From an optimization exercise on the open Yosys and OpenROAD flow, aimed at small area and a short achievable clock period; shortcuts taken in it are not production practice. Function was checked by simulation only, so behaviour that the tests miss may differ from the original. Power and IR drop assume default switching activity.

[flow/config.mk]
export PLATFORM = sky130hd
export DESIGN_NAME = systolic_array
export DESIGN_NICKNAME = systolic_array
export VERILOG_FILES = /design/flow/design.v
export SDC_FILE = /design/flow/constraint.sdc
export NUM_CORES = 4
export LEC_CHECK = 0
export CAP_MARGIN = 20
export CORE_MARGIN = 2
export CORE_UTILIZATION = 45
export PLACE_DENSITY = 0.6
export SETUP_SLACK_MARGIN = 4.2
export SLEW_MARGIN = 20
[flow/constraint.sdc]
create_clock -name core_clock -period 7.5 [get_ports {clk}]
set_input_delay 1.5000 -clock core_clock [delete_from_list [all_inputs] [get_ports {clk}]]
set_output_delay 1.5000 -clock core_clock [all_outputs]
set_load 0.01 [all_outputs]
[flow/design.v]
module Zero_detection (
    input  wire [15:0] A,
    input  wire [15:0] B,
    input  wire [1:0]  Thres,
    output wire        Zero
);
    wire a_hi = |A[14:13];
    wire b_hi = |B[14:13];
    wire a_e1 = a_hi | A[12] | A[11];
    wire a_e2 = a_hi | A[12];
    wire b_e1 = b_hi | B[12] | B[11];
    wire b_e2 = b_hi | B[12];
    wire neg  = (Thres == 2'd1) ? ~(a_e1 | b_e1) :
                (Thres == 2'd2) ? ~(a_e2 | b_e2) :
                (Thres == 2'd3) ? ~(a_hi | b_hi) : 1'b0;
    assign Zero = ~|A | ~|B | neg;
endmodule
module booth_mul_cs (
    input  wire [15:0] a,
    input  wire [7:0]  bone,    
    input  wire [7:0]  btwo,    
    input  wire [7:0]  bneg,    
    output wire [31:0] r0,
    output wire [31:0] r1,
    output wire [31:0] r2
);
    wire one0 = bone[0];
    wire two0 = btwo[0];
    wire neg0 = bneg[0];
    wire nz0 = one0 | two0;
    wire pp0_0 = ((one0 & a[0]) | (two0 & 1'b0)) ^ neg0;
    wire pp0_1 = ((one0 & a[1]) | (two0 & a[0])) ^ neg0;
    wire pp0_2 = ((one0 & a[2]) | (two0 & a[1])) ^ neg0;
    wire pp0_3 = ((one0 & a[3]) | (two0 & a[2])) ^ neg0;
    wire pp0_4 = ((one0 & a[4]) | (two0 & a[3])) ^ neg0;
    wire pp0_5 = ((one0 & a[5]) | (two0 & a[4])) ^ neg0;
    wire pp0_6 = ((one0 & a[6]) | (two0 & a[5])) ^ neg0;
    wire pp0_7 = ((one0 & a[7]) | (two0 & a[6])) ^ neg0;
    wire pp0_8 = ((one0 & a[8]) | (two0 & a[7])) ^ neg0;
    wire pp0_9 = ((one0 & a[9]) | (two0 & a[8])) ^ neg0;
    wire pp0_10 = ((one0 & a[10]) | (two0 & a[9])) ^ neg0;
    wire pp0_11 = ((one0 & a[11]) | (two0 & a[10])) ^ neg0;
    wire pp0_12 = ((one0 & a[12]) | (two0 & a[11])) ^ neg0;
    wire pp0_13 = ((one0 & a[13]) | (two0 & a[12])) ^ neg0;
    wire pp0_14 = ((one0 & a[14]) | (two0 & a[13])) ^ neg0;
    wire pp0_15 = ((one0 & a[15]) | (two0 & a[14])) ^ neg0;
    wire pp0_16 = ~(((one0 | two0) & a[15]) ^ neg0);
    wire one1 = bone[1];
    wire two1 = btwo[1];
    wire neg1 = bneg[1];
    wire nz1 = one1 | two1;
    wire pp1_0 = ((one1 & a[0]) | (two1 & 1'b0)) ^ neg1;
    wire pp1_1 = ((one1 & a[1]) | (two1 & a[0])) ^ neg1;
    wire pp1_2 = ((one1 & a[2]) | (two1 & a[1])) ^ neg1;
    wire pp1_3 = ((one1 & a[3]) | (two1 & a[2])) ^ neg1;
    wire pp1_4 = ((one1 & a[4]) | (two1 & a[3])) ^ neg1;
    wire pp1_5 = ((one1 & a[5]) | (two1 & a[4])) ^ neg1;
    wire pp1_6 = ((one1 & a[6]) | (two1 & a[5])) ^ neg1;
    wire pp1_7 = ((one1 & a[7]) | (two1 & a[6])) ^ neg1;
    wire pp1_8 = ((one1 & a[8]) | (two1 & a[7])) ^ neg1;
    wire pp1_9 = ((one1 & a[9]) | (two1 & a[8])) ^ neg1;
    wire pp1_10 = ((one1 & a[10]) | (two1 & a[9])) ^ neg1;
    wire pp1_11 = ((one1 & a[11]) | (two1 & a[10])) ^ neg1;
    wire pp1_12 = ((one1 & a[12]) | (two1 & a[11])) ^ neg1;
    wire pp1_13 = ((one1 & a[13]) | (two1 & a[12])) ^ neg1;
    wire pp1_14 = ((one1 & a[14]) | (two1 & a[13])) ^ neg1;
    wire pp1_15 = ((one1 & a[15]) | (two1 & a[14])) ^ neg1;
    wire pp1_16 = ~(((one1 | two1) & a[15]) ^ neg1);
    wire one2 = bone[2];
    wire two2 = btwo[2];
    wire neg2 = bneg[2];
    wire nz2 = one2 | two2;
    wire pp2_0 = ((one2 & a[0]) | (two2 & 1'b0)) ^ neg2;
    wire pp2_1 = ((one2 & a[1]) | (two2 & a[0])) ^ neg2;
    wire pp2_2 = ((one2 & a[2]) | (two2 & a[1])) ^ neg2;
    wire pp2_3 = ((one2 & a[3]) | (two2 & a[2])) ^ neg2;
    wire pp2_4 = ((one2 & a[4]) | (two2 & a[3])) ^ neg2;
    wire pp2_5 = ((one2 & a[5]) | (two2 & a[4])) ^ neg2;
    wire pp2_6 = ((one2 & a[6]) | (two2 & a[5])) ^ neg2;
    wire pp2_7 = ((one2 & a[7]) | (two2 & a[6])) ^ neg2;
    wire pp2_8 = ((one2 & a[8]) | (two2 & a[7])) ^ neg2;
    wire pp2_9 = ((one2 & a[9]) | (two2 & a[8])) ^ neg2;
    wire pp2_10 = ((one2 & a[10]) | (two2 & a[9])) ^ neg2;
    wire pp2_11 = ((one2 & a[11]) | (two2 & a[10])) ^ neg2;
    wire pp2_12 = ((one2 & a[12]) | (two2 & a[11])) ^ neg2;
    wire pp2_13 = ((one2 & a[13]) | (two2 & a[12])) ^ neg2;
    wire pp2_14 = ((one2 & a[14]) | (two2 & a[13])) ^ neg2;
    wire pp2_15 = ((one2 & a[15]) | (two2 & a[14])) ^ neg2;
    wire pp2_16 = ~(((one2 | two2) & a[15]) ^ neg2);
    wire one3 = bone[3];
    wire two3 = btwo[3];
    wire neg3 = bneg[3];
    wire nz3 = one3 | two3;
    wire pp3_0 = ((one3 & a[0]) | (two3 & 1'b0)) ^ neg3;
    wire pp3_1 = ((one3 & a[1]) | (two3 & a[0])) ^ neg3;
    wire pp3_2 = ((one3 & a[2]) | (two3 & a[1])) ^ neg3;
    wire pp3_3 = ((one3 & a[3]) | (two3 & a[2])) ^ neg3;
    wire pp3_4 = ((one3 & a[4]) | (two3 & a[3])) ^ neg3;
    wire pp3_5 = ((one3 & a[5]) | (two3 & a[4])) ^ neg3;
    wire pp3_6 = ((one3 & a[6]) | (two3 & a[5])) ^ neg3;
    wire pp3_7 = ((one3 & a[7]) | (two3 & a[6])) ^ neg3;
    wire pp3_8 = ((one3 & a[8]) | (two3 & a[7])) ^ neg3;
    wire pp3_9 = ((one3 & a[9]) | (two3 & a[8])) ^ neg3;
    wire pp3_10 = ((one3 & a[10]) | (two3 & a[9])) ^ neg3;
    wire pp3_11 = ((one3 & a[11]) | (two3 & a[10])) ^ neg3;
    wire pp3_12 = ((one3 & a[12]) | (two3 & a[11])) ^ neg3;
    wire pp3_13 = ((one3 & a[13]) | (two3 & a[12])) ^ neg3;
    wire pp3_14 = ((one3 & a[14]) | (two3 & a[13])) ^ neg3;
    wire pp3_15 = ((one3 & a[15]) | (two3 & a[14])) ^ neg3;
    wire pp3_16 = ~(((one3 | two3) & a[15]) ^ neg3);
    wire one4 = bone[4];
    wire two4 = btwo[4];
    wire neg4 = bneg[4];
    wire nz4 = one4 | two4;
    wire pp4_0 = ((one4 & a[0]) | (two4 & 1'b0)) ^ neg4;
    wire pp4_1 = ((one4 & a[1]) | (two4 & a[0])) ^ neg4;
    wire pp4_2 = ((one4 & a[2]) | (two4 & a[1])) ^ neg4;
    wire pp4_3 = ((one4 & a[3]) | (two4 & a[2])) ^ neg4;
    wire pp4_4 = ((one4 & a[4]) | (two4 & a[3])) ^ neg4;
    wire pp4_5 = ((one4 & a[5]) | (two4 & a[4])) ^ neg4;
    wire pp4_6 = ((one4 & a[6]) | (two4 & a[5])) ^ neg4;
    wire pp4_7 = ((one4 & a[7]) | (two4 & a[6])) ^ neg4;
    wire pp4_8 = ((one4 & a[8]) | (two4 & a[7])) ^ neg4;
    wire pp4_9 = ((one4 & a[9]) | (two4 & a[8])) ^ neg4;
    wire pp4_10 = ((one4 & a[10]) | (two4 & a[9])) ^ neg4;
    wire pp4_11 = ((one4 & a[11]) | (two4 & a[10])) ^ neg4;
    wire pp4_12 = ((one4 & a[12]) | (two4 & a[11])) ^ neg4;
    wire pp4_13 = ((one4 & a[13]) | (two4 & a[12])) ^ neg4;
    wire pp4_14 = ((one4 & a[14]) | (two4 & a[13])) ^ neg4;
    wire pp4_15 = ((one4 & a[15]) | (two4 & a[14])) ^ neg4;
    wire pp4_16 = ~(((one4 | two4) & a[15]) ^ neg4);
    wire one5 = bone[5];
    wire two5 = btwo[5];
    wire neg5 = bneg[5];
    wire nz5 = one5 | two5;
    wire pp5_0 = ((one5 & a[0]) | (two5 & 1'b0)) ^ neg5;
    wire pp5_1 = ((one5 & a[1]) | (two5 & a[0])) ^ neg5;
    wire pp5_2 = ((one5 & a[2]) | (two5 & a[1])) ^ neg5;
    wire pp5_3 = ((one5 & a[3]) | (two5 & a[2])) ^ neg5;
    wire pp5_4 = ((one5 & a[4]) | (two5 & a[3])) ^ neg5;
    wire pp5_5 = ((one5 & a[5]) | (two5 & a[4])) ^ neg5;
    wire pp5_6 = ((one5 & a[6]) | (two5 & a[5])) ^ neg5;
    wire pp5_7 = ((one5 & a[7]) | (two5 & a[6])) ^ neg5;
    wire pp5_8 = ((one5 & a[8]) | (two5 & a[7])) ^ neg5;
    wire pp5_9 = ((one5 & a[9]) | (two5 & a[8])) ^ neg5;
    wire pp5_10 = ((one5 & a[10]) | (two5 & a[9])) ^ neg5;
    wire pp5_11 = ((one5 & a[11]) | (two5 & a[10])) ^ neg5;
    wire pp5_12 = ((one5 & a[12]) | (two5 & a[11])) ^ neg5;
    wire pp5_13 = ((one5 & a[13]) | (two5 & a[12])) ^ neg5;
    wire pp5_14 = ((one5 & a[14]) | (two5 & a[13])) ^ neg5;
    wire pp5_15 = ((one5 & a[15]) | (two5 & a[14])) ^ neg5;
    wire pp5_16 = ~(((one5 | two5) & a[15]) ^ neg5);
    wire one6 = bone[6];
    wire two6 = btwo[6];
    wire neg6 = bneg[6];
    wire nz6 = one6 | two6;
    wire pp6_0 = ((one6 & a[0]) | (two6 & 1'b0)) ^ neg6;
    wire pp6_1 = ((one6 & a[1]) | (two6 & a[0])) ^ neg6;
    wire pp6_2 = ((one6 & a[2]) | (two6 & a[1])) ^ neg6;
    wire pp6_3 = ((one6 & a[3]) | (two6 & a[2])) ^ neg6;
    wire pp6_4 = ((one6 & a[4]) | (two6 & a[3])) ^ neg6;
    wire pp6_5 = ((one6 & a[5]) | (two6 & a[4])) ^ neg6;
    wire pp6_6 = ((one6 & a[6]) | (two6 & a[5])) ^ neg6;
    wire pp6_7 = ((one6 & a[7]) | (two6 & a[6])) ^ neg6;
    wire pp6_8 = ((one6 & a[8]) | (two6 & a[7])) ^ neg6;
    wire pp6_9 = ((one6 & a[9]) | (two6 & a[8])) ^ neg6;
    wire pp6_10 = ((one6 & a[10]) | (two6 & a[9])) ^ neg6;
    wire pp6_11 = ((one6 & a[11]) | (two6 & a[10])) ^ neg6;
    wire pp6_12 = ((one6 & a[12]) | (two6 & a[11])) ^ neg6;
    wire pp6_13 = ((one6 & a[13]) | (two6 & a[12])) ^ neg6;
    wire pp6_14 = ((one6 & a[14]) | (two6 & a[13])) ^ neg6;
    wire pp6_15 = ((one6 & a[15]) | (two6 & a[14])) ^ neg6;
    wire pp6_16 = ~(((one6 | two6) & a[15]) ^ neg6);
    wire one7 = bone[7];
    wire two7 = btwo[7];
    wire neg7 = bneg[7];
    wire nz7 = one7 | two7;
    wire pp7_0 = ((one7 & a[0]) | (two7 & 1'b0)) ^ neg7;
    wire pp7_1 = ((one7 & a[1]) | (two7 & a[0])) ^ neg7;
    wire pp7_2 = ((one7 & a[2]) | (two7 & a[1])) ^ neg7;
    wire pp7_3 = ((one7 & a[3]) | (two7 & a[2])) ^ neg7;
    wire pp7_4 = ((one7 & a[4]) | (two7 & a[3])) ^ neg7;
    wire pp7_5 = ((one7 & a[5]) | (two7 & a[4])) ^ neg7;
    wire pp7_6 = ((one7 & a[6]) | (two7 & a[5])) ^ neg7;
    wire pp7_7 = ((one7 & a[7]) | (two7 & a[6])) ^ neg7;
    wire pp7_8 = ((one7 & a[8]) | (two7 & a[7])) ^ neg7;
    wire pp7_9 = ((one7 & a[9]) | (two7 & a[8])) ^ neg7;
    wire pp7_10 = ((one7 & a[10]) | (two7 & a[9])) ^ neg7;
    wire pp7_11 = ((one7 & a[11]) | (two7 & a[10])) ^ neg7;
    wire pp7_12 = ((one7 & a[12]) | (two7 & a[11])) ^ neg7;
    wire pp7_13 = ((one7 & a[13]) | (two7 & a[12])) ^ neg7;
    wire pp7_14 = ((one7 & a[14]) | (two7 & a[13])) ^ neg7;
    wire pp7_15 = ((one7 & a[15]) | (two7 & a[14])) ^ neg7;
    wire pp7_16 = ~(((one7 | two7) & a[15]) ^ neg7);
    wire pp0_16_n = ~pp0_16;
    wire pp1_15_n = ~pp1_15;
    wire pp2_15_n = ~pp2_15;
    wire pp3_15_n = ~pp3_15;
    wire pp4_15_n = ~pp4_15;
    wire pp5_15_n = ~pp5_15;
    wire pp6_15_n = ~pp6_15;
    wire pp7_15_n = ~pp7_15;
    wire s0 = neg5 ^ pp0_10;
    wire k0 = neg5 & pp0_10;
    wire s1 = pp0_11 ^ pp1_9;
    wire k1 = pp0_11 & pp1_9;
    wire s2 = neg6 ^ pp0_12 ^ pp1_10;
    wire k2 = (neg6 & pp0_12) | (neg6 & pp1_10) | (pp0_12 & pp1_10);
    wire s3 = pp2_8 ^ pp3_6;
    wire k3 = pp2_8 & pp3_6;
    wire s4 = pp0_13 ^ pp1_11 ^ pp2_9;
    wire k4 = (pp0_13 & pp1_11) | (pp0_13 & pp2_9) | (pp1_11 & pp2_9);
    wire s5 = pp3_7 ^ pp4_5;
    wire k5 = pp3_7 & pp4_5;
    wire s6 = neg7 ^ pp0_14 ^ pp1_12;
    wire k6 = (neg7 & pp0_14) | (neg7 & pp1_12) | (pp0_14 & pp1_12);
    wire s7 = pp2_10 ^ pp3_8 ^ pp4_6;
    wire k7 = (pp2_10 & pp3_8) | (pp2_10 & pp4_6) | (pp3_8 & pp4_6);
    wire s8 = pp5_4 ^ pp6_2;
    wire k8 = pp5_4 & pp6_2;
    wire s9 = pp0_15 ^ pp1_13 ^ pp2_11;
    wire k9 = (pp0_15 & pp1_13) | (pp0_15 & pp2_11) | (pp1_13 & pp2_11);
    wire s10 = pp3_9 ^ pp4_7 ^ pp5_5;
    wire k10 = (pp3_9 & pp4_7) | (pp3_9 & pp5_5) | (pp4_7 & pp5_5);
    wire s11 = pp6_3 ^ pp7_1;
    wire k11 = pp6_3 & pp7_1;
    wire s12 = pp1_14 ^ pp2_12 ^ pp3_10;
    wire k12 = (pp1_14 & pp2_12) | (pp1_14 & pp3_10) | (pp2_12 & pp3_10);
    wire s13 = pp4_8 ^ pp5_6 ^ pp6_4;
    wire k13 = (pp4_8 & pp5_6) | (pp4_8 & pp6_4) | (pp5_6 & pp6_4);
    wire s14 = pp7_2 ^ pp0_16_n;
    wire k14 = pp7_2 & pp0_16_n;
    wire s15 = pp2_13 ^ pp3_11 ^ pp4_9;
    wire k15 = (pp2_13 & pp3_11) | (pp2_13 & pp4_9) | (pp3_11 & pp4_9);
    wire s16 = pp5_7 ^ pp6_5 ^ pp7_3;
    wire k16 = (pp5_7 & pp6_5) | (pp5_7 & pp7_3) | (pp6_5 & pp7_3);
    wire s17 = pp0_16 ^ pp1_15_n;
    wire k17 = pp0_16 & pp1_15_n;
    wire s18 = pp1_16 ^ pp2_14 ^ pp3_12;
    wire k18 = (pp1_16 & pp2_14) | (pp1_16 & pp3_12) | (pp2_14 & pp3_12);
    wire s19 = pp4_10 ^ pp5_8 ^ pp6_6;
    wire k19 = (pp4_10 & pp5_8) | (pp4_10 & pp6_6) | (pp5_8 & pp6_6);
    wire s20 = pp7_4 ^ pp1_15;
    wire k20 = pp7_4 & pp1_15;
    wire s21 = pp3_13 ^ pp4_11 ^ pp5_9;
    wire k21 = (pp3_13 & pp4_11) | (pp3_13 & pp5_9) | (pp4_11 & pp5_9);
    wire s22 = pp6_7 ^ pp7_5;
    wire k22 = pp6_7 & pp7_5;
    wire s23 = pp2_16 ^ pp3_14 ^ pp4_12;
    wire k23 = (pp2_16 & pp3_14) | (pp2_16 & pp4_12) | (pp3_14 & pp4_12);
    wire s24 = pp5_10 ^ pp6_8;
    wire k24 = pp5_10 & pp6_8;
    wire s25 = pp4_13 ^ pp5_11;
    wire k25 = pp4_13 & pp5_11;
    wire s26 = pp3_16 ^ pp4_14;
    wire k26 = pp3_16 & pp4_14;
    wire s27 = neg3 ^ pp0_6;
    wire k27 = neg3 & pp0_6;
    wire s28 = pp0_7 ^ pp1_5;
    wire k28 = pp0_7 & pp1_5;
    wire s29 = neg4 ^ pp0_8 ^ pp1_6;
    wire k29 = (neg4 & pp0_8) | (neg4 & pp1_6) | (pp0_8 & pp1_6);
    wire s30 = pp2_4 ^ pp3_2;
    wire k30 = pp2_4 & pp3_2;
    wire s31 = pp0_9 ^ pp1_7 ^ pp2_5;
    wire k31 = (pp0_9 & pp1_7) | (pp0_9 & pp2_5) | (pp1_7 & pp2_5);
    wire s32 = pp3_3 ^ pp4_1;
    wire k32 = pp3_3 & pp4_1;
    wire s33 = pp1_8 ^ pp2_6 ^ pp3_4;
    wire k33 = (pp1_8 & pp2_6) | (pp1_8 & pp3_4) | (pp2_6 & pp3_4);
    wire s34 = pp4_2 ^ pp5_0 ^ s0;
    wire k34 = (pp4_2 & pp5_0) | (pp4_2 & s0) | (pp5_0 & s0);
    wire s35 = pp2_7 ^ pp3_5 ^ pp4_3;
    wire k35 = (pp2_7 & pp3_5) | (pp2_7 & pp4_3) | (pp3_5 & pp4_3);
    wire s36 = pp5_1 ^ k0 ^ s1;
    wire k36 = (pp5_1 & k0) | (pp5_1 & s1) | (k0 & s1);
    wire s37 = pp4_4 ^ pp5_2 ^ pp6_0;
    wire k37 = (pp4_4 & pp5_2) | (pp4_4 & pp6_0) | (pp5_2 & pp6_0);
    wire s38 = k1 ^ s2 ^ s3;
    wire k38 = (k1 & s2) | (k1 & s3) | (s2 & s3);
    wire s39 = pp5_3 ^ pp6_1 ^ k2;
    wire k39 = (pp5_3 & pp6_1) | (pp5_3 & k2) | (pp6_1 & k2);
    wire s40 = k3 ^ s4 ^ s5;
    wire k40 = (k3 & s4) | (k3 & s5) | (s4 & s5);
    wire s41 = pp7_0 ^ k4 ^ k5;
    wire k41 = (pp7_0 & k4) | (pp7_0 & k5) | (k4 & k5);
    wire s42 = s6 ^ s7 ^ s8;
    wire k42 = (s6 & s7) | (s6 & s8) | (s7 & s8);
    wire s43 = k6 ^ k7 ^ k8;
    wire k43 = (k6 & k7) | (k6 & k8) | (k7 & k8);
    wire s44 = s9 ^ s10 ^ s11;
    wire k44 = (s9 & s10) | (s9 & s11) | (s10 & s11);
    wire s45 = k9 ^ k10 ^ k11;
    wire k45 = (k9 & k10) | (k9 & k11) | (k10 & k11);
    wire s46 = s12 ^ s13 ^ s14;
    wire k46 = (s12 & s13) | (s12 & s14) | (s13 & s14);
    wire s47 = k12 ^ k13 ^ k14;
    wire k47 = (k12 & k13) | (k12 & k14) | (k13 & k14);
    wire s48 = s15 ^ s16 ^ s17;
    wire k48 = (s15 & s16) | (s15 & s17) | (s16 & s17);
    wire s49 = k15 ^ k16 ^ k17;
    wire k49 = (k15 & k16) | (k15 & k17) | (k16 & k17);
    wire s50 = s18 ^ s19 ^ s20;
    wire k50 = (s18 & s19) | (s18 & s20) | (s19 & s20);
    wire s51 = pp2_15_n ^ k18 ^ k19;
    wire k51 = (pp2_15_n & k18) | (pp2_15_n & k19) | (k18 & k19);
    wire s52 = k20 ^ s21 ^ s22;
    wire k52 = (k20 & s21) | (k20 & s22) | (s21 & s22);
    wire s53 = pp7_6 ^ pp2_15 ^ k21;
    wire k53 = (pp7_6 & pp2_15) | (pp7_6 & k21) | (pp2_15 & k21);
    wire s54 = k22 ^ s23 ^ s24;
    wire k54 = (k22 & s23) | (k22 & s24) | (s23 & s24);
    wire s55 = pp6_9 ^ pp7_7 ^ pp3_15_n;
    wire k55 = (pp6_9 & pp7_7) | (pp6_9 & pp3_15_n) | (pp7_7 & pp3_15_n);
    wire s56 = k23 ^ k24 ^ s25;
    wire k56 = (k23 & k24) | (k23 & s25) | (k24 & s25);
    wire s57 = pp5_12 ^ pp6_10 ^ pp7_8;
    wire k57 = (pp5_12 & pp6_10) | (pp5_12 & pp7_8) | (pp6_10 & pp7_8);
    wire s58 = pp3_15 ^ k25 ^ s26;
    wire k58 = (pp3_15 & k25) | (pp3_15 & s26) | (k25 & s26);
    wire s59 = pp5_13 ^ pp6_11 ^ pp7_9;
    wire k59 = (pp5_13 & pp6_11) | (pp5_13 & pp7_9) | (pp6_11 & pp7_9);
    wire s60 = pp4_15_n ^ k26;
    wire k60 = pp4_15_n & k26;
    wire s61 = pp4_16 ^ pp5_14 ^ pp6_12;
    wire k61 = (pp4_16 & pp5_14) | (pp4_16 & pp6_12) | (pp5_14 & pp6_12);
    wire s62 = pp7_10 ^ pp4_15;
    wire k62 = pp7_10 & pp4_15;
    wire s63 = pp6_13 ^ pp7_11;
    wire k63 = pp6_13 & pp7_11;
    wire s64 = pp5_16 ^ pp6_14;
    wire k64 = pp5_16 & pp6_14;
    wire s65 = neg2 ^ pp0_4;
    wire k65 = neg2 & pp0_4;
    wire s66 = pp0_5 ^ pp1_3;
    wire k66 = pp0_5 & pp1_3;
    wire s67 = pp1_4 ^ pp2_2 ^ pp3_0;
    wire k67 = (pp1_4 & pp2_2) | (pp1_4 & pp3_0) | (pp2_2 & pp3_0);
    wire s68 = pp2_3 ^ pp3_1 ^ k27;
    wire k68 = (pp2_3 & pp3_1) | (pp2_3 & k27) | (pp3_1 & k27);
    wire s69 = pp4_0 ^ k28 ^ s29;
    wire k69 = (pp4_0 & k28) | (pp4_0 & s29) | (k28 & s29);
    wire s70 = k29 ^ k30 ^ s31;
    wire k70 = (k29 & k30) | (k29 & s31) | (k30 & s31);
    wire s71 = k31 ^ k32 ^ s33;
    wire k71 = (k31 & k32) | (k31 & s33) | (k32 & s33);
    wire s72 = k33 ^ s35 ^ k34;
    wire k72 = (k33 & s35) | (k33 & k34) | (s35 & k34);
    wire s73 = k35 ^ s37 ^ k36;
    wire k73 = (k35 & s37) | (k35 & k36) | (s37 & k36);
    wire s74 = k37 ^ k38 ^ s39;
    wire k74 = (k37 & k38) | (k37 & s39) | (k38 & s39);
    wire s75 = k39 ^ k40 ^ s41;
    wire k75 = (k39 & k40) | (k39 & s41) | (k40 & s41);
    wire s76 = k41 ^ k42 ^ s43;
    wire k76 = (k41 & k42) | (k41 & s43) | (k42 & s43);
    wire s77 = k43 ^ k44 ^ s45;
    wire k77 = (k43 & k44) | (k43 & s45) | (k44 & s45);
    wire s78 = k45 ^ k46 ^ s47;
    wire k78 = (k45 & k46) | (k45 & s47) | (k46 & s47);
    wire s79 = k47 ^ k48 ^ s49;
    wire k79 = (k47 & k48) | (k47 & s49) | (k48 & s49);
    wire s80 = k49 ^ k50 ^ s51;
    wire k80 = (k49 & k50) | (k49 & s51) | (k50 & s51);
    wire s81 = k51 ^ k52 ^ s53;
    wire k81 = (k51 & k52) | (k51 & s53) | (k52 & s53);
    wire s82 = s55 ^ k53 ^ k54;
    wire k82 = (s55 & k53) | (s55 & k54) | (k53 & k54);
    wire s83 = k55 ^ s57 ^ k56;
    wire k83 = (k55 & s57) | (k55 & k56) | (s57 & k56);
    wire s84 = k57 ^ s59 ^ k58;
    wire k84 = (k57 & s59) | (k57 & k58) | (s59 & k58);
    wire s85 = k59 ^ s61 ^ s62;
    wire k85 = (k59 & s61) | (k59 & s62) | (s61 & s62);
    wire s86 = pp5_15_n ^ k61 ^ k62;
    wire k86 = (pp5_15_n & k61) | (pp5_15_n & k62) | (k61 & k62);
    wire s87 = pp7_12 ^ pp5_15 ^ k63;
    wire k87 = (pp7_12 & pp5_15) | (pp7_12 & k63) | (pp5_15 & k63);
    wire s88 = pp7_13 ^ pp6_15_n;
    wire k88 = pp7_13 & pp6_15_n;
    wire s89 = pp6_16 ^ pp7_14;
    wire k89 = pp6_16 & pp7_14;
    assign r0 = {1'b0, pp7_16, pp7_15_n, pp6_15, k64, s64, s63, k60, s60, s58, s56, s54, s52, s50, s48, s46, s44, s42, s40, s38, k71, k70, s32, s30, k67, k66, pp2_1, pp1_2, pp0_3, neg1, pp0_1, neg0};
    assign r1 = {1'b0, pp7_15, k89, k88, s88, k86, k85, s85, k83, k82, k81, k80, k79, k78, k77, k76, k75, k74, k73, k72, s36, s71, k69, k68, s28, s67, k65, pp2_0, pp1_1, pp0_2, 1'b0, pp0_0};
    assign r2 = {1'b0, 1'b0, 1'b0, s89, k87, s87, s86, k84, s84, s83, s82, s81, s80, s79, s78, s77, s76, s75, s74, s73, s72, s34, s70, s69, s68, s27, s66, s65, 1'b0, pp1_0, 1'b0, 1'b0};
endmodule
module processing_element_os (
    input  wire        clk,
    input  wire        rst_n,
    input  wire [15:0] a_in,
    input  wire [23:0] w_in,       
    input  wire        step,       
    input  wire        clr,        
    input  wire        bclr,       
    input  wire        valid1,     
    input  wire        aval,       
    input  wire        wval,       
    input  wire [1:0]  thr,        
    output reg  [15:0] act,
    output reg  [23:0] wei,
    output reg  [47:0] buf_q
);
    reg  [31:0] q0, q1, q2;
    reg         zf;
    reg  [47:0] mac;
    reg  [5:1] k;       
    wire [7:0] one = wei[7:0];
    wire [7:0] two = wei[15:8];
    wire [7:0] neg = wei[23:16];
    wire [15:0] wdec;
    genvar i;
    generate
        for (i = 0; i < 8; i = i + 1) begin : g_dec
            assign wdec[2*i+1] = neg[i];
            if (i == 0) begin : g0
                assign wdec[0] = one[0];
            end else begin : gi
                assign wdec[2*i] = one[i] ^ neg[i-1];
            end
        end
    endgenerate
    wire [31:0] r0, r1, r2;
    booth_mul_cs m0 (.a(act), .bone(one), .btwo(two), .bneg(neg), .r0(r0), .r1(r1), .r2(r2));
    wire zero;
    Zero_detection zd0 (.A(act), .B(wdec), .Thres(thr), .Zero(zero));
    always @(posedge clk) begin
        if (step) begin
            act <= a_in;
            wei <= w_in;
            q0 <= r0;
            q1 <= r1;
            q2 <= r2;
            zf  <= zero | ~aval | ~wval;
        end
    end
    wire [31:0] m32 = mac[31:0];
    wire [31:0] x1 = m32 ^ q0 ^ q1;
    wire [32:0] y1 = {(m32 & q0) | (m32 & q1) | (q0 & q1), 1'b0};
    wire [31:0] x  = x1 ^ y1[31:0] ^ q2;
    wire [32:0] y  = {(x1 & y1[31:0]) | (x1 & q2) | (y1[31:0] & q2), 1'b0};
    wire [1:0]  t  = y1[32] + y[32] + x[31];
    wire [2:0]  d  = {1'b0, t} - 3'd1;     
    wire [47:0] opa = {mac[47:32], ~x[31], x[30:0]};
    wire [47:0] opb = {{13{d[2]}}, d, y[31:0]};
    wire [8:0] sg0 = opa[7:0] + opb[7:0] + 1'b0;
    wire [8:0] sg1 = opa[15:8] + opb[15:8] + k[1];
    wire [8:0] sg2 = opa[23:16] + opb[23:16] + k[2];
    wire [8:0] sg3 = opa[31:24] + opb[31:24] + k[3];
    wire [8:0] sg4 = opa[39:32] + opb[39:32] + k[4];
    wire [8:0] sg5 = opa[47:40] + opb[47:40] + k[5];
    wire [47:0] kpend = (48'd1 << 8) & {48{k[1]}} | (48'd1 << 16) & {48{k[2]}} | (48'd1 << 24) & {48{k[3]}} | (48'd1 << 32) & {48{k[4]}} | (48'd1 << 40) & {48{k[5]}};
    wire [47:0] macv  = mac + kpend;
    always @(posedge clk or negedge rst_n) begin
        if (!rst_n) begin
            mac <= 48'd0;
            k   <= 5'd0;
        end else if (clr) begin
            mac <= 48'd0;
            k   <= 5'd0;
        end else if (step & valid1 & ~zf) begin
            mac[7:0] <= sg0[7:0];
            k[1] <= sg0[8];
            mac[15:8] <= sg1[7:0];
            k[2] <= sg1[8];
            mac[23:16] <= sg2[7:0];
            k[3] <= sg2[8];
            mac[31:24] <= sg3[7:0];
            k[4] <= sg3[8];
            mac[39:32] <= sg4[7:0];
            k[5] <= sg4[8];
            mac[47:40] <= sg5[7:0];
        end
    end
    always @(posedge clk or negedge rst_n) begin
        if (!rst_n)
            buf_q <= 48'd0;
        else if (bclr)
            buf_q <= 48'd0;
        else if (step & valid1)
            buf_q <= macv;
    end
endmodule
module systolic_array (
    input  wire         clk,
    input  wire         rst_n,
    input  wire [47:0]  act_flat,
    input  wire [47:0]  wei_flat,
    input  wire         pipeline_en,
    input  wire         reg_clear,
    input  wire         cell_en,
    input  wire         cscan_en,
    input  wire [1:0]   Thres,
    output wire         cell_out,
    output wire [431:0] MAC_out_flat
);
    wire [2:0] cel;            
    wire [2:0] wv;             
    wire [2:0] c_in = {cel[1], cel[0], cell_en};
    wire [2:0] step = c_in & {3{pipeline_en}};
    wire       bclr = reg_clear | cscan_en;
    wire [15:0] act [0:2][0:2];
    wire [23:0] wei [0:2][0:2];    
    wire [23:0] wenc [0:2];
    genvar e, d;
    generate
        for (e = 0; e < 3; e = e + 1) begin : g_enc
            wire [15:0] b = wei_flat[16*e +: 16];
            for (d = 0; d < 8; d = d + 1) begin : g_dig
                wire bm = (d == 0) ? 1'b0 : b[(d == 0) ? 0 : 2*d-1];
                assign wenc[e][d]      = b[2*d] ^ bm;
                assign wenc[e][8 + d]  = (b[2*d+1] & ~b[2*d] & ~bm) | (~b[2*d+1] & b[2*d] & bm);
                assign wenc[e][16 + d] = b[2*d+1];
            end
        end
    endgenerate
    genvar y, x;
    generate
        for (y = 0; y < 3; y = y + 1) begin : g_row
            reg       cell_r;
            reg [2:0] v;           
            reg [1:0] thr;         
            always @(posedge clk or negedge rst_n) begin
                if (!rst_n) begin
                    cell_r <= 1'b0;
                    v      <= 3'b000;
                end else if (reg_clear) begin
                    cell_r <= 1'b0;
                    v      <= 3'b000;
                end else begin
                    cell_r <= c_in[y];
                    if (step[y])
                        v <= {v[1:0], 1'b1};
                end
            end
            assign cel[y] = cell_r;
            always @(posedge clk) begin
                if (step[y])
                    thr <= Thres;
            end
            if (y == 0) begin : g_w0
                assign wv[0] = v[0];
            end else begin : g_wn
                reg wv_r;
                always @(posedge clk or negedge rst_n) begin
                    if (!rst_n)
                        wv_r <= 1'b0;
                    else if (reg_clear)
                        wv_r <= 1'b0;
                    else if (step[y])
                        wv_r <= wv[y-1];
                end
                assign wv[y] = wv_r;
            end
            for (x = 0; x < 3; x = x + 1) begin : g_col
                processing_element_os pe (
                    .clk    (clk),
                    .rst_n  (rst_n),
                    .a_in   (x == 0 ? act_flat[16*y +: 16] : act[y][x-1]),
                    .w_in   (y == 0 ? wenc[x] : wei[y-1][x]),
                    .step   (step[y]),
                    .clr    (reg_clear),
                    .bclr   (bclr),
                    .valid1 (v[1]),
                    .aval   (v[x]),
                    .wval   (wv[y]),
                    .thr    (thr),
                    .act    (act[y][x]),
                    .wei    (wei[y][x]),
                    .buf_q  (MAC_out_flat[48*(3*y+x) +: 48])
                );
            end
        end
    endgenerate
    assign cell_out = cel[2];
endmodule
[flow/run.sh]
#!/bin/bash
# synth_recipe.tcl (not shown) runs the flow's synth.tcl, then flattens the netlist and writes it again
# the make line also repeats each setting of config.mk as NAME=value (left out here)
make -C /OpenROAD-flow-scripts/flow DESIGN_CONFIG=/design/flow/config.mk WORK_HOME=/design/flow/orfs CLKGATE_MAP_FILE= SYNTH_SCRIPT=/design/flow/synth_recipe.tcl finish
==> results of run 1 <==
[state kept, by name, indices dropped and copies added, names as in the netlist]
| signal | cells |
|---|---|
| g_row.g_col.pe.q0 | 279 |
| g_row.g_col.pe.mac | 432 |
| g_row.g_col.pe.zf | 9 |
| g_row.g_col.pe.q1 | 270 |
| g_row.g_col.pe.k | 45 |
| g_row.cell_r | 3 |
| g_row.thr | 6 |
| g_row.g_col.pe.wei | 216 |
| g_row.g_col.pe.q2 | 234 |
| g_row.g_col.pe.act | 144 |
| g_row.g_col.pe.buf_q | 432 |
| g_row.g_wn.wv_r | 2 |
| g_row.v | 9 |
[synthesized netlist by cell type (7+ instances only)]
library cell,n
nand4_1,84
nor4_1,71
edfxtp_1,1158
a21o_1,66
inv_1,1168
nor2_1,486
nand2b_1,82
o31ai_1,84
o211ai_1,10
fa_1,1188
buf_1,127
a21boi_0,74
a21oi_1,351
and4_1,37
a311oi_1,20
nor3b_1,13
a32o_1,37
or3_1,73
a22oi_1,1116
o21ba_2,24
a211oi_1,191
nor2b_1,105
a22o_1,79
o21bai_1,22
dfrtp_1,923
xor2_1,455
a31oi_1,15
nand3_1,126
ha_1,711
o21ai_0,732
and3_1,65
xnor2_1,1289
nand3b_1,26
nor3_1,61
clkbuf_1,775
a31o_2,7
nand2_1,903
and2_1,10
o21a_1,25
[worst max-delay path, delay by kind of cell (launching register included)]
kind                       cells  cell delay (ps)
AOI/OAI and AO/OA              4              610
adders and majority gates      4             1800
DFF                            1              390
buffers and inverters          1               50
and+or+nand+nor                2              190
xor gates and xnor gates       1              140
[layout by cell type (no fill, tap or decap), types with 420 or more instances in the layout]
cell type / n
a22oi_1: 1116
nor2_1: 453
edfxtp_1: 1158
buf_4: 476
inv_1: 1126
nand2_1: 896
fa_1: 1116
xor2_1: 454
xnor2_1: 1286
ha_1: 702
o21ai_0: 581
dlygate4sd2_1: 420
dfrtp_1: 862
[cell families (layout without fill, tap and decap cells)]
family | count (synthesis) | in the layout | synth area share
muxes | 2 | 2 | 0.000140
buffers and inverters | 2072 | 2720 | 0.0544
other | 0 | 14 | 0
and+or+nand+nor | 2159 | 2161 | 0.0697
xor gates and xnor gates | 1744 | 1744 | 0.107
AOI/OAI and AO/OA | 2899 | 2899 | 0.136
adders and majority gates | 1899 | 1899 | 0.228
DFF | 2081 | 2081 | 0.404
[per-layer routing]
layer	vias to the layer above	share of wire	wire, um
met5	-	0.00050	215
met4	29	0.044	18800
met1	51700	0.42	183000
met2	4526	0.45	196000
li1	45200	-	-
met3	872	0.081	34800
[cell type report]
| type | count | area share |
|---|---|---|
| Multi-Input combinational cell | 8705 | 0.477 |
| Sequential cell | 2081 | 0.352 |
| Timing Repair Buffer | 1106 | 0.0613 |
| Clock buffer | 327 | 0.0421 |
| Tap cell | 4180 | 0.0318 |
| Inverter | 1169 | 0.0269 |
| Clock inverter | 116 | 0.00791 |
| Antenna cell | 14 | 0.000213 |
| Timing Repair inverter | 2 | 0.0000837 |
[stage by stage]
step / TNS [ps] / cells / utilization / setup slack (ps)
after detailed placement: 0 / 16900 / 0.480 / 1780
after global routing: 0 / 17700 / 0.518 / 4010
after global placement: 0 / 16800 / 0.479 / 1860
after CTS: 0 / 17500 / 0.509 / 4050
final: 0 / 17700 / 0.518 / 4190
after floorplan: -472770 / 12900 / - / -741
[what timing repair did]
item | 4_1_cts | 5_1_grt
hold buffers | 0 | 0
buffers inserted | 160 | 222
resized for setup | 674 | 290
endpoints found under the setup margin | 1948 | 482
pin swaps | 74 | 200
cloned | 3 | 2
[where the power goes]
group / internal, uW / total [uW] / switching (uW)
Combinational: 3160 / 7020 / 3860
Sequential: 12800 / 13200 / 383
Clock: 7100 / 12200 / 5140
[worst max path at each step]
stage / startpoint / end / slack, ps / depth (start not counted)
global route: g_row[0].g_col[2].pe.mac[23]$_DFFE_PN0P_ / g_row[0].g_col[2].pe.mac[30]$_DFFE_PN0P_ / 4010 / 12
detailed placement: pipeline_en / g_row[1].g_col[0].pe.k[5]$_DFFE_PN0P_ / 1780 / 8
finish: g_row[1].g_col[0].pe.mac[8]$_DFFE_PN0P_ / g_row[1].g_col[0].pe.mac[14]$_DFFE_PN0P_ / 4190 / 12
CTS: g_row[1].g_col[1].pe.mac[24]$_DFFE_PN0P_ / g_row[1].g_col[1].pe.mac[30]$_DFFE_PN0P_ / 4050 / 12
floorplan: pipeline_en / g_row[2].g_col[0].pe.mac[40]$_DFFE_PN0P_ / -740 / 8
global placement: pipeline_en / g_row[1].g_col[0].pe.k[4]$_DFFE_PN0P_ / 1860 / 8
==> qor.yml, run 1 <==
status: "no timing/DRC/antenna violations"
worstSkewPairLatency_ps: 950
busiest_layer: "met2"
drc: 0
grt_max_degree: 234
place_area_um2: 152000
critical_path.cell_chain: "inv_2 > fa_1 > fa_1 > fa_2 > fa_2 > nor2b_2 > o21ai_2 > a21boi_2 > o21a_1 > nor2_2 > xnor2_2 > a22o_1"
cts_tree: "yes"
drive_gt1_frac: 0.101
synth_flop_cell: "edfxtp_1"
seq_area_frac_synth: 0.404
postSynthAreaPerCell_um2: 11.1
synth_seq_cells: 2081
fillers: 27500
r2r_cells: 12
holdPathEnd: "g_row[1].g_col[1].pe.buf_q[40]$_DFFE_PN0P_"
cts.sinks: 2081
antenna_left: 0
fin_crit_sh: 0.441
die_w_um: 568
cap_violations: 0
grt_usage: 0.264
ff2ff_setup_slack_ps: 4190
critical_path_required_ps: 8320
fmaxAchievable_ghz: 0.302
max_stage_delay_ps: 520
synth.top_cell.area_share: 0.243
core_um2: 317000
htree_levels: 4
initial_core_util: 0.451
crit_type: "reg2reg"
dieArea_um2: 323000
leakage_uw: 0.0681
ys_async_sr_fraction: 0.444
grt_pass1_wl_um: 655000
timing_hold_violations_final: 0
grt_overflow: 0
wirelength_um: 432000
num_io_pins: 537
multi_input_area_um2: 78500
rr_endpoint: "g_row[1].g_col[0].pe.mac[14]$_DFFE_PN0P_"
ys_types: 78
num_rows: 207
holdWs_ps: 485
synth_top_area_cell: "edfxtp_1"
power_uw: 32500
r2r-start: "g_row[1].g_col[0].pe.mac[8]$_DFFE_PN0P_"
vias: 102000
setup_viol_count_final: 0
cp-start-kind: "flop"
finish.net_count: 15300
vdd_drop_max_mv: 0.212
hold_class: "reg2reg"
maxSlewViolCount: 0
clockRootBuffer: "clkbuf_16"
io_buffers: 536
firstDrtPassIters: 6
dieHeight_um: 568
grt_pass1_vias: 104000
wl_per_cell_um: 24.4
syn_nets: 14900
synthCells: 12900
grt_util_met2: 0.411
cp_slowest_cell: "fa_1"
synth_warnings: 2
min_period_ps: 3310
cts.clk_slew.worst_paths_ps: 60
worst_pin_slew_ps: 1160
grt_use_met3: 0.0468
met1_usage: 0.365
regArea_um2: 57900
cts_buffers: 236
fin_worst_skew_ps: 79.2
worstHoldStart: "g_row[1].g_col[1].pe.buf_q[40]$_DFFE_PN0P_"
antenna_found_initial: 34
gp_congestion: 0.884
design_area_um2: 164000
cp_max_fo: 2
endpoint_kind: "flop"
dp_hpwl_um: 299000
hold_path_depth: 2
crit_arrival_ps: 4120
via_per_inst: 5.78
relSlewSlack: 0.229
clk_path_buf_depth: 4
power_density_nw_per_um2: 197
drtIter0Drc: 9536
yosys-top-cells-area: "edfxtp_1 24%, fa_1 17%, dfrtp_1 16%, xnor2_1 7.9%, ha_1 6.2%"
synth_edf_count: 1158
rsz0062_at_grt: "yes"
syn_area_um2: 143000
area_growth_pct: 14.9
==> inputs of run 2 (changes only) <==
--- a/flow/config.mk
+++ b/flow/config.mk
@@ -10,4 +10,4 @@
 export CORE_UTILIZATION = 45
 export PLACE_DENSITY = 0.6
-export SETUP_SLACK_MARGIN = 4.2
+export SETUP_SLACK_MARGIN = 4.4
 export SLEW_MARGIN = 20
==> qor.yml, run 2 <==
status: "no timing/DRC/antenna violations"
wirelength_um: 444000  # +2.7%
vdd_drop_max_mv: 0.212  # +0.20%
power_uw: 33200  # +2.2%
dieArea_um2: 323000  # unchanged
rsz0062_at_grt: "yes"
synth_warnings: 2  # unchanged
synth.top_cell.area_share: 0.243  # unchanged
drtIter0Drc: 10300  # +7.6%
cts_buffers: 236  # unchanged
grt_pass1_vias: 107000  # +2.2%
fin_setup_tns_ps: 0  # unchanged
crit_type: "reg2reg"
clockRootBuffer: "clkbuf_16"
cp-start-kind: "flop"
grt_usage: 0.270  # +0.00564
die_w_um: 568  # unchanged
firstDrtPassIters: 7  # +1
worst_pin_slew_ps: 1150  # -1.18 ps
ys_async_sr_fraction: 0.444  # unchanged
num_rows: 207  # unchanged
multi_input_area_um2: 79200  # +0.92%
postSynthAreaPerCell_um2: 11.1  # unchanged
dp_hpwl_um: 299000  # unchanged
timing_hold_violations_final: 0  # unchanged
startpoint: "g_row[0].g_col[2].pe.q0[16]$_DFFE_PP_"
antenna_found_initial: 19  # -44%
fin_worst_skew_ps: 79.6  # +0.397 ps
cp_max_fo: 2  # unchanged
syn_nets: 14900  # unchanged
holdBufCountCts: 0  # unchanged
final_common_cell: "xnor2_1"
fmaxAchievable_ghz: 0.305  # +0.82%
core_um2: 317000  # unchanged
gp_congestion: 0.884  # unchanged
io_buffers: 536  # unchanged
htree_levels: 4  # unchanged
worstHoldStart: "g_row[1].g_col[1].pe.buf_q[40]$_DFFE_PN0P_"
cts.clk_slew.worst_paths_ps: 70  # about the same
crit_arrival_ps: 4060  # -60 ps
holdWs_ps: 487  # +1.21 ps
syn_area_um2: 143000  # unchanged
synthCells: 12900  # unchanged
worstSkewPairLatency_ps: 960  # about the same
drc: 0  # unchanged
fin_cells: 18300  # +3.4%
power_density_nw_per_um2: 195  # -1.2%
synth_seq_cells: 2081  # unchanged
fin_crit_sh: 0.438  # -0.00359
endpoint_kind: "flop"
ys_types: 78  # unchanged
yosys-top-cells-count: "1289 x xnor2_1, 1188 x fa_1, 1168 x inv_1"
grt_max_degree: 234  # unchanged
finish.net_count: 15900  # +4.0%
cts.sinks: 2081  # unchanged
yosysMostFrequentCell: "xnor2_1"
yosys-top-cells-area: "edfxtp_1 24%, fa_1 17%, dfrtp_1 16%, xnor2_1 7.9%, ha_1 6.2%"
seq_area_frac_synth: 0.404  # unchanged
grt_pass1_wl_um: 668000  # +2.0%
fillers: 27000  # -1.8%
ff2ff_setup_slack_ps: 4220  # +30 ps
grt_overflow: 0  # unchanged
setup_viol_count_final: 0  # unchanged
maxSlewViolCount: 0  # unchanged
num_io_pins: 537  # unchanged
dieHeight_um: 568  # unchanged
wl_per_cell_um: 24.2  # -0.71%
leakage_uw: 0.0705  # +3.5%
synth_edf_count: 1158  # unchanged
vias: 105000  # +2.9%
top_regs: "g_row.g_col.pe.buf_q x432, g_row.g_col.pe.mac x432, g_row.g_col.pe.q0 x279"
cap_violations: 0  # unchanged
relSlewSlack: 0.230  # +0.000783
hold_class: "reg2reg"
antenna_left: 0  # unchanged
mostFrequentLayoutCells: "1279 x xnor2_1, 1158 x edfxtp_1, 1116 x a22oi_1, 1104 x inv_1, 1094 x fa_1"
min_period_ps: 3280  # -26.9 ps
regArea_um2: 58000  # about the same
r2r-start: "g_row[0].g_col[2].pe.q0[16]$_DFFE_PP_"
critical_path_required_ps: 8280  # -40 ps
initial_core_util: 0.451  # unchanged
synth_top_area_cell: "edfxtp_1"
synth_flop_cell: "edfxtp_1"
via_per_inst: 5.75  # -0.50%
placedCellCount: 16900  # unchanged
cts_tree: "yes"
drive_gt1_frac: 0.181  # +0.0799
area_growth_pct: 18.8
clk_path_buf_depth: 4  # unchanged
==> run 2: cell counts after synthesis <==
No cell type changed its count.
==> run 2: cell families (layout without fill, tap and decap cells) <==
group | count (synthesis) | count (layout) | share of synthesized area
AOI/OAI and AO/OA | 2899 | 2899 | 0.136
buffers and inverters | 2072 | 3327 | 0.0544
other | 0 | 11 | 0
DFF | 2081 | 2081 | 0.404
xor gates and xnor gates | 1744 | 1744 | 0.107
adders and majority gates | 1899 | 1899 | 0.228
and+or+nand+nor | 2159 | 2162 | 0.0697
muxes | 2 | 2 | 0.000140
==> run 2: per-layer routing <==
| layer | GRT usage | up-vias | share of wire |
|---|---|---|---|
| met4 | 0.108 | 24 | 0.045 |
| li1 | - | 46400 | - |
| met1 | 0.371 | 53100 | 0.42 |
| met5 | 0 | - | 0.00037 |
| met3 | 0.0479 | 960 | 0.082 |
| met2 | 0.422 | 4851 | 0.46 |
==> run 2: final cells by class <==
class	instances	area share
Timing Repair Buffer	1713	0.0877
Inverter	1169	0.0260
Sequential cell	2081	0.341
Clock inverter	116	0.00765
Antenna cell	11	0.000162
Timing Repair inverter	2	0.0000810
Tap cell	4180	0.0308
Clock buffer	327	0.0407
Multi-Input combinational cell	8706	0.466
==> run 2: path summary, 6_finish.rpt <==
check,endpoint,depth (start not counted)
hold / removal,g_row[1].g_col[1].pe.buf_q[40]$_DFFE_PN0P_,2
max in group asynchronous,g_row[0].g_col[2].pe.mac[25]$_DFFE_PN0P_,3
setup reg to reg,g_row[0].g_col[2].pe.mac[22]$_DFFE_PN0P_,12
setup / recovery,g_row[0].g_col[2].pe.mac[22]$_DFFE_PN0P_,12
min in group asynchronous,g_row[2].g_col[2].pe.buf_q[13]$_DFFE_PN0P_,1
hold reg to reg,g_row[1].g_col[1].pe.buf_q[40]$_DFFE_PN0P_,2
==> run 2: power breakdown <==
part	internal [uW]	switching, uW
sequential	12800	266
combinational	3610	4220
clock	7100	5160
==> run 2: critical path: stages (launching register included) <==
cell	delay [ps]
edfxtp_1	390
inv_2	70
fa_1	430
fa_1	490
fa_2	410
fa_2	380
nor2b_1	130
o21ai_1	90
a21boi_1	200
o21a_1	130
nor2_1	50
xnor2_1	140
a22o_1	180
==> run 2: stage by stage <==
stage	utilization	setup WS [ps]	cell area, um^2
finish	0.536	4220	170000
floorplan	-	-741	143000
global route	0.536	4090	170000
CTS	0.522	4220	166000
detailed placement	0.480	1780	152000
global placement	0.479	1860	152000
==> run 2: timing repair <==
| action | 4_1_cts | 5_1_grt |
|---|---|---|
| setup buffers | 649 | 343 |
| endpoints found under the setup margin | 2122 | 428 |
| pin swaps | 282 | 250 |
| cloned | 5 | 1 |
| gates resized for setup | 2116 | 345 |
| hold endpoints to repair | 0 | 0 |
==> inputs of run 3 (changes only) <==
--- a/flow/config.mk
+++ b/flow/config.mk
@@ -8,6 +8,6 @@
 export CAP_MARGIN = 20
 export CORE_MARGIN = 2
-export CORE_UTILIZATION = 45
-export PLACE_DENSITY = 0.6
-export SETUP_SLACK_MARGIN = 4.4
+export CORE_UTILIZATION = 60
+export PLACE_DENSITY = 0.75
+export SETUP_SLACK_MARGIN = 4.2
 export SLEW_MARGIN = 20
==> qor.yml, run 3 <==
syn_nets: 14900  # unchanged
crit_type: "reg2reg"
drc: 0  # unchanged
grt_overflow: 0  # unchanged
seq_area_frac_synth: 0.404  # unchanged
grt_pass1_vias: 106000  # -0.23%
ys_async_sr_fraction: 0.444  # unchanged
fmaxAchievable_ghz: 0.297  # -2.6%
rsz0062_at_grt: "yes"
synth.top_cell.area_share: 0.243  # unchanged
synth_warnings: 2  # unchanged
holdWs_ps: 497  # +10.6 ps
firstDrtPassIters: 6  # -1
leakage_uw: 0.0675  # -4.2%
cap_violations: 0  # unchanged
clockRootBuffer: "clkbuf_16"
drive_gt1_frac: 0.0948  # -0.0863
die_w_um: 492  # -13%
place_area_um2: 151000  # -1.0%
ys_types: 78  # unchanged
postSynthAreaPerCell_um2: 11.1  # unchanged
crit_arrival_ps: 4150  # +90 ps
mostFrequentLayoutCells: "1288 x xnor2_1, 1158 x edfxtp_1, 1130 x inv_1, 1123 x fa_1, 1116 x a22oi_1"
timing_hold_violations_final: 0  # unchanged
power_density_nw_per_um2: 197  # +0.94%
ff2ff_setup_slack_ps: 4130  # -90 ps
synth_edf_count: 1158  # unchanged
endpoint_kind: "flop"
cts_tree: "yes"
dp_hpwl_um: 281000  # -6.1%
final_common_cell: "xnor2_1"
grt_max_degree: 234  # unchanged
antenna_found_initial: 22  # +3
cts.sinks: 2081  # unchanged
htree_levels: 4  # unchanged
synth_flop_cell: "edfxtp_1"
fin_setup_tns_ps: 0  # unchanged
fin_worst_skew_ps: 48.4  # -31.2 ps
grt_usage: 0.337  # +0.0676
grt_pass1_wl_um: 633000  # -5.3%
vias: 105000  # -0.61%
yosysMostFrequentCell: "xnor2_1"
status: "no timing/DRC/antenna violations"
core_um2: 238000  # -25%
yosys-top-cells-area: "edfxtp_1 24%, fa_1 17%, dfrtp_1 16%, xnor2_1 7.9%, ha_1 6.2%"
maxSlewViolCount: 0  # unchanged
antenna_left: 0  # unchanged
cp_max_fo: 2  # unchanged
worstSkewPairLatency_ps: 900  # -60 ps
gp_congestion: 0.925  # +4.6%
yosys-top-cells-count: "1289 x xnor2_1, 1188 x fa_1, 1168 x inv_1"
wl_per_cell_um: 25.0  # +3.1%
top_regs: "g_row.g_col.pe.buf_q x432, g_row.g_col.pe.mac x432, g_row.g_col.pe.q0 x279"
io_buffers: 536  # unchanged
fin_crit_sh: 0.449  # +0.0116
design_area_um2: 162000  # -4.7%
critical_path_required_ps: 8280  # about the same
num_rows: 179  # -14%
relSlewSlack: 0.123  # -0.107
synth_seq_cells: 2081  # unchanged
syn_area_um2: 143000  # unchanged
cp-start-kind: "flop"
wirelength_um: 415000  # -6.5%
setup_viol_count_final: 0  # unchanged
cts.clk_slew.worst_paths_ps: 70  # about the same
clk_path_buf_depth: 3  # -1
initial_core_util: 0.602  # +0.151
min_period_ps: 3370  # +87.3 ps
cts_buffers: 221  # -6.4%
hold_class: "in2async"
power_uw: 31900  # -3.8%
worst_pin_slew_ps: 1320  # +161 ps
via_per_inst: 6.31  # +9.6%
area_growth_pct: 13.3
drtIter0Drc: 11000  # +7.0%
num_io_pins: 537  # unchanged
finish.net_count: 15200  # -4.3%
dieHeight_um: 492  # -13%
synth_top_area_cell: "edfxtp_1"
r2r_cells: 13  # +1
dieArea_um2: 242000  # -25%
synthCells: 12900  # unchanged
vdd_drop_max_mv: 0.218  # +2.7%
[run 3: where the power goes]
group	switching [uW]	internal, uW	total [uW]
Combinational	3930	3260	7200
Clock	4940	6530	11500
Sequential	450	12800	13300
[run 3: worst paths after layout]
path | endpoint | start
worst max-delay path | g_row[0].g_col[0].pe.mac[15]$_DFFE_PN0P_ | g_row[0].g_col[0].pe.mac[8]$_DFFE_PN0P_
worst min-delay path | g_row[2].g_col[2].pe.mac[8]$_DFFE_PN0P_ | rst_n
worst max register to register | g_row[0].g_col[0].pe.mac[15]$_DFFE_PN0P_ | g_row[0].g_col[0].pe.mac[8]$_DFFE_PN0P_
worst min register to register | g_row[0].g_col[1].pe.buf_q[47]$_DFFE_PN0P_ | g_row[0].g_col[1].pe.buf_q[47]$_DFFE_PN0P_
max in group asynchronous | g_row[0].g_col[1].pe.mac[17]$_DFFE_PN0P_ | rst_n
min in group core_clock | g_row[0].g_col[1].pe.buf_q[47]$_DFFE_PN0P_ | g_row[0].g_col[1].pe.buf_q[47]$_DFFE_PN0P_
[run 3: per-stage QoR]
| stage | util | instances | setup slack [ps] |
|---|---|---|---|
| final | 0.682 | 16600 | 4130 |
| after global routing | 0.682 | 16600 | 4030 |
| after CTS | 0.671 | 16400 | 4170 |
| after detailed placement | 0.634 | 15800 | 1660 |
| after global placement | 0.633 | 15800 | 1810 |
| after floorplan | - | 12900 | -741 |
[run 3: what timing repair did]
action / CTS / global route
cloned: 9 / 1
hold buffers: 0 / 0
gates resized for setup: 665 / 316
buffers inserted: 147 / 202
endpoints found under the setup margin: 1990 / 603
pin swaps: 81 / 188
endpoints found under the hold margin: 0 / 0
[run 3: cells by family after synthesis]
| group | Yosys count | synth area share |
|---|---|---|
| AOI/OAI and AO/OA | 2899 | 0.136 |
| and+or+nand+nor | 2159 | 0.0697 |
| DFF | 2081 | 0.404 |
| buffers and inverters | 2072 | 0.0544 |
| adders and majority gates | 1899 | 0.228 |
| xor gates and xnor gates | 1744 | 0.107 |
| muxes | 2 | 0.000140 |
[run 3: routing by layer]
layer  GRT usage  part of all wire  wire, um  up-vias
met5           0          0.000077        32        -
met4       0.174             0.057     23800        6
met3      0.0685              0.10     42400     1187
met1       0.456              0.38    159000    52300
met2       0.519              0.46    189000     6199
li1            -                 -         -    45000
[run 3: worst max-delay path, cell delays in order (launching register included)]
cell and delay, ps:
dfrtp_1 370, inv_2 50, fa_1 540, fa_1 450
fa_2 420, buf_4 150, buf_6 110, nor2b_4 120
o21ai_2 70, a21boi_2 200, o21ai_2 130, a211oi_2 270
o21ai_1 100, a32o_1 250
[run 3: layout make-up]
class,count,area (um^2)
timing repair buffer,1037,9480
antenna,8,20.0
sequential,2081,57900
clock inverter,139,1480
multi-input combinational,8709,78600
inverter,1169,4420
timing repair inverter,3,22.5
fill,17200,75500
tap,3167,3960
clock buffer,284,6150
==> inputs of run 4 (changes only) <==
--- a/flow/design.v
+++ b/flow/design.v
@@ -443,10 +443,15 @@
     wire [47:0] opa = {mac[47:32], ~x[31], x[30:0]};
     wire [47:0] opb = {{13{d[2]}}, d, y[31:0]};
-    wire [8:0] sg0 = opa[7:0] + opb[7:0] + 1'b0;
-    wire [8:0] sg1 = opa[15:8] + opb[15:8] + k[1];
-    wire [8:0] sg2 = opa[23:16] + opb[23:16] + k[2];
-    wire [8:0] sg3 = opa[31:24] + opb[31:24] + k[3];
-    wire [8:0] sg4 = opa[39:32] + opb[39:32] + k[4];
-    wire [8:0] sg5 = opa[47:40] + opb[47:40] + k[5];
+    wire [8:0] sg0 = opa[7:0] + opb[7:0];
+    wire [9:0] sx1 = {opa[15:8], 1'b1} + {opb[15:8], k[1]};
+    wire [8:0] sg1 = sx1[9:1];
+    wire [9:0] sx2 = {opa[23:16], 1'b1} + {opb[23:16], k[2]};
+    wire [8:0] sg2 = sx2[9:1];
+    wire [9:0] sx3 = {opa[31:24], 1'b1} + {opb[31:24], k[3]};
+    wire [8:0] sg3 = sx3[9:1];
+    wire [9:0] sx4 = {opa[39:32], 1'b1} + {opb[39:32], k[4]};
+    wire [8:0] sg4 = sx4[9:1];
+    wire [9:0] sx5 = {opa[47:40], 1'b1} + {opb[47:40], k[5]};
+    wire [8:0] sg5 = sx5[9:1];
     wire [47:0] kpend = (48'd1 << 8) & {48{k[1]}} | (48'd1 << 16) & {48{k[2]}} | (48'd1 << 24) & {48{k[3]}} | (48'd1 << 32) & {48{k[4]}} | (48'd1 << 40) & {48{k[5]}};
     wire [47:0] macv  = mac + kpend;
--- a/flow/config.mk
+++ b/flow/config.mk
@@ -10,4 +10,4 @@
 export CORE_UTILIZATION = 60
 export PLACE_DENSITY = 0.75
-export SETUP_SLACK_MARGIN = 4.2
+export SETUP_SLACK_MARGIN = 4.3
 export SLEW_MARGIN = 20
==> qor.yml, run 4 <==
rr_endpoint: "g_row[0].g_col[2].pe.mac[15]$_DFFE_PN0P_"
holdBufCountCts: 0  # unchanged
synthCells: 13200  # +2.4%
seq_area_frac_synth: 0.399  # -0.00563
critical_path.cell_chain: "fa_1 > fa_1 > ha_1 > a21oi_4 > o21bai_2 > a21o_1 > a31o_4 > or4b_4 > nand3_2"
cap_violations: 0  # unchanged
gp_congestion: 0.920  # -0.62%
setup_viol_count_final: 0  # unchanged
firstDrtPassIters: 9  # +3
holdPathEnd: "g_row[1].g_col[2].pe.wei[16]$_DFFE_PP_"
power.share.switching: 0.295  # +0.00248
regArea_um2: 58000  # about the same
area_growth_pct: 14.8
ys_async_sr_fraction: 0.444  # unchanged
synth_seq_cells: 2081  # unchanged
place_area_um2: 153000  # +1.3%
syn_nets: 15200  # +2.1%
fillers: 17300  # +0.35%
worst_pin_slew_ps: 1140  # -179 ps
synth_edf_count: 1158  # unchanged
grt_usage: 0.334  # -0.00343
synth_flop_cell: "edfxtp_1"
r2r_cells: 9  # -4
htree_levels: 4  # unchanged
syn_area_um2: 145000  # +1.4%
internal-power_uw: 23100  # +2.3%
cts.sinks: 2081  # unchanged
fin_worst_skew_ps: 29.8  # -18.6 ps
mostFrequentLayoutCells: "1169 x xnor2_1, 1165 x inv_1, 1158 x edfxtp_1, 1125 x fa_1, 1091 x a22oi_1"
crit_top_cell: "fa_1"
finish.net_count: 15800  # +3.6%
clk_path_buf_depth: 3  # unchanged
combPwrFrac: 0.243  # +0.018
max_stage_delay_ps: 590  # +50 ps
vias: 107000  # +2.6%
critical_path_required_ps: 8290  # about the same
fin_setup_tns_ps: 0  # unchanged
yosys-top-cells-area: "edfxtp_1 24%, dfrtp_1 16%, fa_1 16%, xnor2_1 7.1%, ha_1 6.5%"
antenna_found_initial: 31  # +41%
final_common_cell: "xnor2_1"
yosysMostFrequentCell: "inv_1"
synth_warnings: 2  # unchanged
top_regs: "g_row.g_col.pe.buf_q x432, g_row.g_col.pe.mac x432, g_row.g_col.pe.q0 x279"
fin_crit_sh: 0.442  # -0.00721
grt_max_degree: 171  # -27%
worstSkewPairLatency_ps: 870  # -30 ps
initial_core_util: 0.603  # +0.00112
drive_gt1_frac: 0.106  # +0.0108
power_frac_seq: 0.401  # -0.014
num_rows: 180  # +0.56%
cp_slowest_cell: "fa_1"
leakage_uw: 0.0714  # +5.8%
vdd_drop_max_mv: 0.213  # -2.0%
status: "no timing/DRC/antenna violations"
yosys-top-cells-count: "1185 x inv_1, 1169 x xnor2_1, 1158 x edfxtp_1"
antenna_left: 0  # unchanged
relSlewSlack: 0.242  # +0.119
crit_type: "reg2reg"
switchingPower_uw: 9650  # +3.5%
num_io_pins: 537  # unchanged
multi_input_area_um2: 80200  # +2.1%
cp_top_family: "adder cells"
wirelength_um: 417000  # +0.38%
wl_per_cell_um: 24.3  # -2.9%
ys_types: 72  # -7.7%
rsz0062_at_grt: "yes"
io_buffers: 536  # unchanged
ff2ff_setup_slack_ps: 4180  # +50 ps
die_w_um: 496  # +0.70%
grt_overflow: 0  # unchanged
clockRootBuffer: "clkbuf_16"
synth_top_area_cell: "edfxtp_1"
core_um2: 241000  # +1.2%
via_per_inst: 6.26  # -0.77%
drtIter0Drc: 11400  # +3.7%
cts_buffers: 221  # unchanged
design_area_um2: 167000  # +2.8%
dieHeight_um: 496  # +0.70%
grt_pass1_vias: 109000  # +2.3%
dp_hpwl_um: 280000  # -0.29%
grt_pass1_wl_um: 638000  # +0.74%
fmaxAchievable_ghz: 0.302  # +1.6%
crit_arrival_ps: 4110  # -40 ps
holdWs_ps: 458  # -39.3 ps
min_period_ps: 3320  # -54.1 ps
crit_buf_inv: 0  # -3
hold_path_depth: 0
dieArea_um2: 246000  # +1.4%
p_clk_frac: 0.356  # -0.003
postSynthAreaPerCell_um2: 11.0  # -0.99%
cp-start-kind: "flop"
worstHoldStart: "g_row[0].g_col[2].pe.wei[16]$_DFFE_PP_"
cp_max_fo: 6  # +4
maxSlewViolCount: 0  # unchanged
hold_class: "reg2reg"
power_density_nw_per_um2: 197  # -0.16%
cts_tree: "yes"
r2r-start: "g_row[0].g_col[2].pe.mac[9]$_DFFE_PN0P_"
drc: 0  # unchanged
endpoint_kind: "flop"
timing_hold_violations_final: 0  # unchanged
synth.top_cell.area_share: 0.240  # -0.00338
cts.clk_slew.worst_paths_ps: 60  # about the same
-- run 4: how the worst max path moves through the flow --
| stage | slack [ps] | cells past startpoint | from | to |
|---|---|---|---|---|
| after CTS | 4090 | 9 | g_row[0].g_col[2].pe.mac[25]$_DFFE_PN0P_ | g_row[0].g_col[2].pe.mac[31]$_DFFE_PN0P_ |
| after global placement | 1660 | 8 | pipeline_en | g_row[0].g_col[2].pe.mac[23]$_DFFE_PN0P_ |
| after global routing | 4120 | 11 | g_row[0].g_col[2].pe.q0[8]$_DFFE_PP_ | g_row[0].g_col[2].pe.mac[15]$_DFFE_PN0P_ |
| after floorplan | -520 | 9 | pipeline_en | g_row[1].g_col[0].pe.mac[10]$_DFFE_PN0P_ |
| after detailed placement | 1570 | 8 | pipeline_en | g_row[0].g_col[2].pe.mac[39]$_DFFE_PN0P_ |
| final | 4180 | 9 | g_row[0].g_col[2].pe.mac[9]$_DFFE_PN0P_ | g_row[0].g_col[2].pe.mac[15]$_DFFE_PN0P_ |
-- run 4: area by class of cell --
class,instances,share of cell area
multi-input combinational,8986,0.481
sequential,2081,0.348
timing repair buffer,1275,0.0728
clock buffer,279,0.0370
inverter,1195,0.0271
tap,3185,0.0239
clock inverter,145,0.00951
timing repair inverter,3,0.000158
antenna,8,0.000120
-- run 4: repair_timing --
item	CTS	global route
resized for setup	652	176
endpoints found under the setup margin	2095	443
cloned	7	0
pin swaps	51	201
buffers inserted	171	416
-- run 4: per-layer routing --
layer,routed length (um),GRT usage,up-vias,part of all wire
met5,208,0,-,0.00050
met4,19200,0.136,32,0.046
met3,45200,0.0805,1266,0.11
met2,190000,0.518,6068,0.45
met1,162000,0.454,53200,0.39
li1,-,-,46800,-
-- run 4: power groups by stage --
| stage | logic (uW) | registers (uW) | clock network [uW] |
|---|---|---|---|
| 2_1_floorplan | 5110 | 13200 | 0 |
| 3_3_place_gp | 6610 | 13500 | 0 |
| 3_5_place_dp | 6830 | 13500 | 0 |
| 4_1_cts | 7260 | 13300 | 11800 |
| 5_1_grt | 8870 | 13200 | 12200 |
| 6_report | 7970 | 13100 | 11700 |
-- run 4: cell families (layout without fill, tap and decap cells) --
group | Yosys count | in the layout | synth area share
AO/OA/AOI/OAI | 3079 | 3079 | 0.141
XOR/XNOR | 1843 | 1843 | 0.111
adder cells (fa/ha/maj) | 1899 | 1899 | 0.223
buffers and inverters | 2104 | 2897 | 0.0545
flip-flops | 2081 | 2081 | 0.399
multiplexers | 25 | 25 | 0.00172
other | 0 | 8 | 0
AND/OR/NAND/NOR | 2137 | 2140 | 0.0700
-- run 4: stage by stage --
step | std cells | utilization | setup WS (ps) | power [uW]
after floorplan | 13200 | - | -518 | 18400
after global placement | 16100 | 0.634 | 1660 | 20100
after detailed placement | 16100 | 0.634 | 1570 | 20300
after CTS | 16700 | 0.674 | 4090 | 32300
after global routing | 17200 | 0.693 | 4120 | 34300
final | 17200 | 0.693 | 4180 | 32800

what the ideal ports hide:
The results above use ideal ports. As a check the final layouts listed here were re-extracted and re-timed, cells and wires unchanged. Step 1 sets driving cells, clkbuf_16 on the clock port and buf_2 on the other inputs (assumed; they add their load-dependent delay and slew). Step 2 moves the port delays by t, midway between the first and last clock arrival at a register: inputs arrive t later, outputs are due t later. That takes back most of the time a late clock gives input paths. Three values: ideal ports, drivers, drivers and shift; two values: the first two.
| run | t (ns) | setup WS [ns] | hold slack, ns | worst setup path after step 2 | worst slew at a driven data input, ns |
|---|---|---|---|---|---|
| run 1 | 1.022 | 4.191 / 4.116 / 3.221 | 0.485 / 0.485 / 0.485 | input to register | 0.21 |
| run 2 | 1.028 | 4.218 / 4.218 / 3.422 | 0.487 / 0.487 / 0.487 | input to register | 0.21 |
| run 3 | 0.980 | 4.130 / 4.130 / 3.218 | 0.497 / 0.456 / 0.497 | input to register | 0.19 |
| run 4 | 0.953 | 4.184 / 4.184 / 3.323 | 0.458 / 0.458 / 0.458 | input to register | 0.18 |
After both steps every run listed still meets setup and hold. The setup slack of run 1, which loses most, moves by -0.075 ns with the drivers and by -0.970 ns with both steps.
